From an optimization exercise on the open Yosys and OpenROAD flow, aimed at small area and a short achievable clock period; shortcuts taken in it are not production practice. Only simulation tests tie the RTL to the original design; equivalence was not proved. Power and IR drop assume default switching activity.

==> job 3098 <==
==> flow/design.v <==
module full_adder (A, B, C_in, C_out, S);
input logic A, B, C_in;
output logic S, C_out;
assign S = A ^ B ^ C_in;
assign C_out = (A & B) | (C_in & (A ^ B));
endmodule
module half_adder (A, B, C_out, S);
input logic A, B;
output logic S, C_out;
assign S = A ^ B;
assign C_out = A & B;
endmodule
module posl_adder_param #(parameter W = 128, parameter K0 = 8, parameter K = 8) (A, B, C_in, C_out, S);
input logic [W-1:0] A, B;
input logic C_in;
output logic [W-1:0] S;
output logic C_out;
localparam NB = 1 + (W - K0 + K - 1) / K;
logic [NB:0] BC;           
genvar j, i;
generate
	for (j = 0; j < NB; j++) begin : blk
		localparam LO = (j == 0) ? 0 : K0 + (j - 1) * K;
		localparam KJ = (j == 0) ? K0 : K;
		localparam N = (W - LO < KJ) ? (W - LO) : KJ;
		logic [N:0] c;       
		logic [N-1:0] s;     
		logic [N:0] u;       
		if (j == 0) begin : first
			assign c[0] = C_in;
			full_adder one_bit_adder(.A(A[LO]), .B(B[LO]), .C_in(c[0]), .C_out(c[1]), .S(s[0]));
		end else begin : rest
			half_adder one_bit_adder(.A(A[LO]), .B(B[LO]), .C_out(c[1]), .S(s[0]));
		end
		for (i = 1; i < N; i++) begin : bit_stage
			full_adder one_bit_adder(.A(A[LO+i]), .B(B[LO+i]), .C_in(c[i]), .C_out(c[i+1]), .S(s[i]));
		end
		if (j == 0) begin : sum0
			assign S[LO +: N] = s;
			assign BC[1] = c[N];
		end else begin : sumj
			assign BC[j+1] = c[N] | (&s & BC[j]);
			assign u[0] = BC[j];
			for (i = 0; i < N; i++) begin : inc_stage
				assign S[LO+i] = s[i] ^ u[i];
				assign u[i+1] = s[i] & u[i];
			end
		end
	end
endgenerate
assign BC[0] = C_in;
assign C_out = BC[NB];
endmodule
module register #(parameter W = 8)
(input logic clock,
input logic [W-1:0] data_in,
output logic [W-1:0] data_out);
always_ff @(posedge clock)
data_out <= data_in;
endmodule
module register_clr #(parameter W = 1)
(input logic clock, reset,
input logic [W-1:0] data_in,
output logic [W-1:0] data_out);
always_ff @(posedge clock or negedge reset)
if (!reset)
data_out <= {W{1'b0}};
else
data_out <= data_in;
endmodule
module unit_latch #(parameter W = 1)
(input logic clock, load, hold,
input logic [W-1:0] data_in,
output logic [W-1:0] data_out);
always_ff @(posedge clock)
data_out <= ({W{load}} & data_in) | ({W{hold}} & data_out);
endmodule
module posl_top #(parameter W = 128) (A, B, C_in, C_out, S, CLK_50, reset, enable);
input logic [W-1:0] A, B;
input logic C_in;
output logic [W-1:0] S;
output logic C_out;
input logic CLK_50, reset, enable;
logic [W-1:0] R_A, R_B, Q_S;
logic R_C, L, H, Q_C_out;
register #(.W(W)) A_i (.clock(CLK_50), .data_in(A), .data_out(R_A));
register #(.W(W)) B_i (.clock(CLK_50), .data_in(B), .data_out(R_B));
register #(.W(1)) C_i (.clock(CLK_50), .data_in(C_in), .data_out(R_C));
register_clr #(.W(1)) L_i (.clock(CLK_50), .reset(reset), .data_in(enable), .data_out(L));
register_clr #(.W(1)) H_i (.clock(CLK_50), .reset(reset), .data_in(~enable), .data_out(H));
posl_adder_param #(.W(W)) DUT (.A(R_A), .B(R_B), .C_in(R_C), .C_out(Q_C_out), .S(Q_S));
unit_latch #(.W(W+1)) S_o (.clock(CLK_50), .load(L), .hold(H), .data_in({Q_C_out, Q_S}), .data_out({C_out, S}));
endmodule
==> flow/flow/run.sh <==
#!/bin/bash
# The standard layout (the standard.sh, ORFS from synthesis to finish), with
# the port buffers that ORFS inserts made the smallest buffer cell, buf_1,
# instead of the cell buffer_ports picks by default.  The make output goes to
# standard.log; ORFS keeps each step's log under orfs/logs/.
set -euo pipefail
bash standard.sh "BUFFER_PORTS_ARGS=-buffer_cell sky130_fd_sc_hd__buf_1" finish > standard.log 2>&1
==> flow/standard.sh <==
#!/bin/bash
# synth_recipe.tcl (not shown) runs the flow's synth.tcl, then flattens the netlist and writes it again
# the make line also repeats each setting of config.mk as NAME=value (left out here)
make -C /OpenROAD-flow-scripts/flow DESIGN_CONFIG=/design/flow/config.mk WORK_HOME=/design/flow/orfs CLKGATE_MAP_FILE= SYNTH_SCRIPT=/design/flow/synth_recipe.tcl "${@:-finish}"
==> flow/config.mk <==
export PLATFORM = sky130hd
export DESIGN_NAME = posl_top
export DESIGN_NICKNAME = posl_top
export VERILOG_FILES = /design/flow/design.v
export SDC_FILE = /design/flow/constraint.sdc
export NUM_CORES = 4
export LEC_CHECK = 0
export CAP_MARGIN = 20
export CORE_MARGIN = 2
export CORE_UTILIZATION = 40
export CTS_CLUSTER_DIAMETER = 80
export CTS_CLUSTER_SIZE = 30
export SLEW_MARGIN = 20
export SYNTH_HIERARCHICAL = 1
export SYNTH_MINIMUM_KEEP_SIZE = 0
==> flow/constraint.sdc <==
create_clock -name core_clock -period 52.0 [get_ports {CLK_50}]
set_input_delay 10.4000 -clock core_clock [delete_from_list [all_inputs] [get_ports {CLK_50}]]
set_output_delay 10.4000 -clock core_clock [all_outputs]
set_load 0.01 [all_outputs]
==> inputs of job 6418, as changes to job 3098 <==
==> flow/design.v, changed modules only <==
module posl_adder_param #(parameter W = 128) (A, B, C_in, C_out, S);
input logic [W-1:0] A, B;
input logic C_in;
output logic [W-1:0] S;
output logic C_out;
logic [W:0] C;
genvar i;
generate
	for (i = 0; i < W; i++) begin :
		add_stage full_adder one_bit_adder(.A(A[i]), .B(B[i]), .C_in(C[i]), .C_out(C[i+1]), .S(S[i]));
	end
endgenerate
assign C[0] = C_in;
assign C_out = C[W];
endmodule
module register #(parameter W = 8)
(input logic clock, reset, enable,
input logic [W-1:0] data_in,
output logic [W-1:0] data_out);
always_ff @(posedge clock or negedge reset)
if(!reset)
data_out <= {W{1'b0}};
else if(enable)
data_out <= data_in;
endmodule
module unit_latch #(parameter W = 1)
(input logic clock,
input logic [W-1:0] data_in,
output logic [W-1:0] data_out);
always_ff @(posedge clock)
data_out <= data_in;
endmodule
module posl_top #(parameter W = 128) (A, B, C_in, C_out, S, CLK_50, reset, enable);
input logic [W-1:0] A, B;
input logic C_in;
output logic [W-1:0] S;
output logic C_out;
logic [W-1:0] Q_A, Q_B, Q_S;
input logic CLK_50, reset, enable;
logic Q_C_in, Q_C_out;
posl_adder_param #(.W(W)) DUT (.A(Q_A), .B(Q_B), .C_in(Q_C_in), .C_out(Q_C_out), .S(Q_S));
register #(.W(W)) A_i (.clock(CLK_50), .reset(reset), .enable(enable), .data_in(A), .data_out(Q_A));
register #(.W(W)) B_i (.clock(CLK_50), .reset(reset), .enable(enable), .data_in(B), .data_out(Q_B));
register #(.W(1)) C_i (.clock(CLK_50), .reset(reset), .enable(enable), .data_in(C_in), .data_out(Q_C_in));
unit_latch #(.W(W)) S_o (.clock(CLK_50), .data_in(Q_S), .data_out(S));
unit_latch #(.W(1)) C_o (.clock(CLK_50), .data_in(Q_C_out), .data_out(C_out));
endmodule
// module half_adder removed
// module register_clr removed
==> flow/run.sh (new file) <==
#!/bin/bash
# synth_recipe.tcl (not shown) runs the flow's synth.tcl, then flattens the netlist and writes it again
# the make line also repeats each setting of config.mk as NAME=value (left out here)
make -C /OpenROAD-flow-scripts/flow DESIGN_CONFIG=/design/flow/config.mk WORK_HOME=/design/flow/orfs CLKGATE_MAP_FILE= SYNTH_SCRIPT=/design/flow/synth_recipe.tcl finish
- CTS_CLUSTER_DIAMETER: 80 -> not set
- CTS_CLUSTER_SIZE: 30 -> not set
- SYNTH_HIERARCHICAL: 1 -> not set
- SYNTH_MINIMUM_KEEP_SIZE: 0 -> not set
removed: flow/flow/run.sh
removed: flow/standard.sh
==> inputs of job 842, as changes to job 3098 <==
==> flow/design.v, changed modules only <==
module posl_adder_param #(parameter W = 128, parameter K = 8) (A, B, C_in, C_out, S);
input logic [W-1:0] A, B;
input logic C_in;
output logic [W-1:0] S;
output logic C_out;
localparam NB = (W + K - 1) / K;
logic [NB:0] BC;           
genvar j, i;
generate
	for (j = 0; j < NB; j++) begin : blk
		localparam LO = j * K;
		localparam N = (W - LO < K) ? (W - LO) : K;
		logic [N:0] c;       
		logic [N-1:0] s;     
		logic [N:0] u;       
		assign c[0] = (j == 0) ? C_in : 1'b0;
		for (i = 0; i < N; i++) begin : bit_stage
			full_adder one_bit_adder(.A(A[LO+i]), .B(B[LO+i]), .C_in(c[i]), .C_out(c[i+1]), .S(s[i]));
		end
		if (j == 0) begin : first
			assign S[LO +: N] = s;
			assign BC[1] = c[N];
		end else begin : rest
			assign BC[j+1] = c[N] | (&s & BC[j]);
			assign u[0] = BC[j];
			for (i = 0; i < N; i++) begin : inc_stage
				assign S[LO+i] = s[i] ^ u[i];
				assign u[i+1] = s[i] & u[i];
			end
		end
	end
endgenerate
assign BC[0] = C_in;
assign C_out = BC[NB];
endmodule
module unit_latch #(parameter W = 1)
(input logic clock, reset, enable,
input logic [W-1:0] data_in,
output logic [W-1:0] data_out);
always_ff @(posedge clock or negedge reset)
if (!reset)
data_out <= {W{1'b0}};
else if (enable)
data_out <= data_in;
endmodule
module posl_top #(parameter W = 128) (A, B, C_in, C_out, S, CLK_50, reset, enable);
input logic [W-1:0] A, B;
input logic C_in;
output logic [W-1:0] S;
output logic C_out;
input logic CLK_50, reset, enable;
logic [W-1:0] R_A, R_B, Q_S;
logic R_C, R_EN, Q_C_out;
register #(.W(W)) A_i (.clock(CLK_50), .data_in(A), .data_out(R_A));
register #(.W(W)) B_i (.clock(CLK_50), .data_in(B), .data_out(R_B));
register #(.W(1)) C_i (.clock(CLK_50), .data_in(C_in), .data_out(R_C));
register_clr #(.W(1)) E_i (.clock(CLK_50), .reset(reset), .data_in(enable), .data_out(R_EN));
posl_adder_param #(.W(W)) DUT (.A(R_A), .B(R_B), .C_in(R_C), .C_out(Q_C_out), .S(Q_S));
unit_latch #(.W(W+1)) S_o (.clock(CLK_50), .reset(reset), .enable(R_EN), .data_in({Q_C_out, Q_S}), .data_out({C_out, S}));
endmodule
// module half_adder removed
==> flow/run.sh (new file) <==
#!/bin/bash
# synth_recipe.tcl (not shown) runs the flow's synth.tcl, then flattens the netlist and writes it again
# the make line also repeats each setting of config.mk as NAME=value (left out here)
make -C /OpenROAD-flow-scripts/flow DESIGN_CONFIG=/design/flow/config.mk WORK_HOME=/design/flow/orfs CLKGATE_MAP_FILE= SYNTH_SCRIPT=/design/flow/synth_recipe.tcl finish
- CTS_CLUSTER_DIAMETER: 80 -> not set
- CTS_CLUSTER_SIZE: 30 -> not set
removed: flow/flow/run.sh
removed: flow/standard.sh
==> comparison <==
- Flip-flop and latch count, highest first: job 3098, job 842, job 6418.
- Sequential share of layout area: job 6418 < job 842 < job 3098.
- The lowest first-iteration DRC count belongs to job 842, the highest to job 3098.
- The highest clock power belongs to job 6418, the lowest to job 3098.
- The highest core utilization belongs to job 842, the lowest to job 3098.

==> port drivers added, routing unchanged <==
The results above use ideal ports. As a check the final layouts listed here were re-extracted and re-timed, cells and wires unchanged. Step 1, drivers: a clkbuf_16 drives CLK_50 and a buf_2 each remaining input, both assumed. Step 2 adds t to the input delays and takes it off the output delays; t is the mean of the earliest and latest rising clock arrival at the registers after step 1. Input paths then give back, and output paths get back, about the clock's delay inside the block. Three values: ideal, step 1, step 2; two values: the first two.
run | t (ns) | setup slack, ns | hold WS [ns] | worst setup path after step 2
job 3098 | 0.563 | 40.481 / 40.433 / 40.996 | 0.476 / 0.476 / 0.476 | register to output
job 6418 | 0.603 | 1.428 / 1.428 / 1.428 | 0.508 / 0.508 / 0.508 | register to register
job 842 | 0.591 | 40.110 / 40.057 / 40.151 | 0.502 / 0.502 / 0.502 | input, reset recovery
After both steps setup and hold are still met in every run listed. The worst setup slack also covers recovery checks on asynchronous resets.
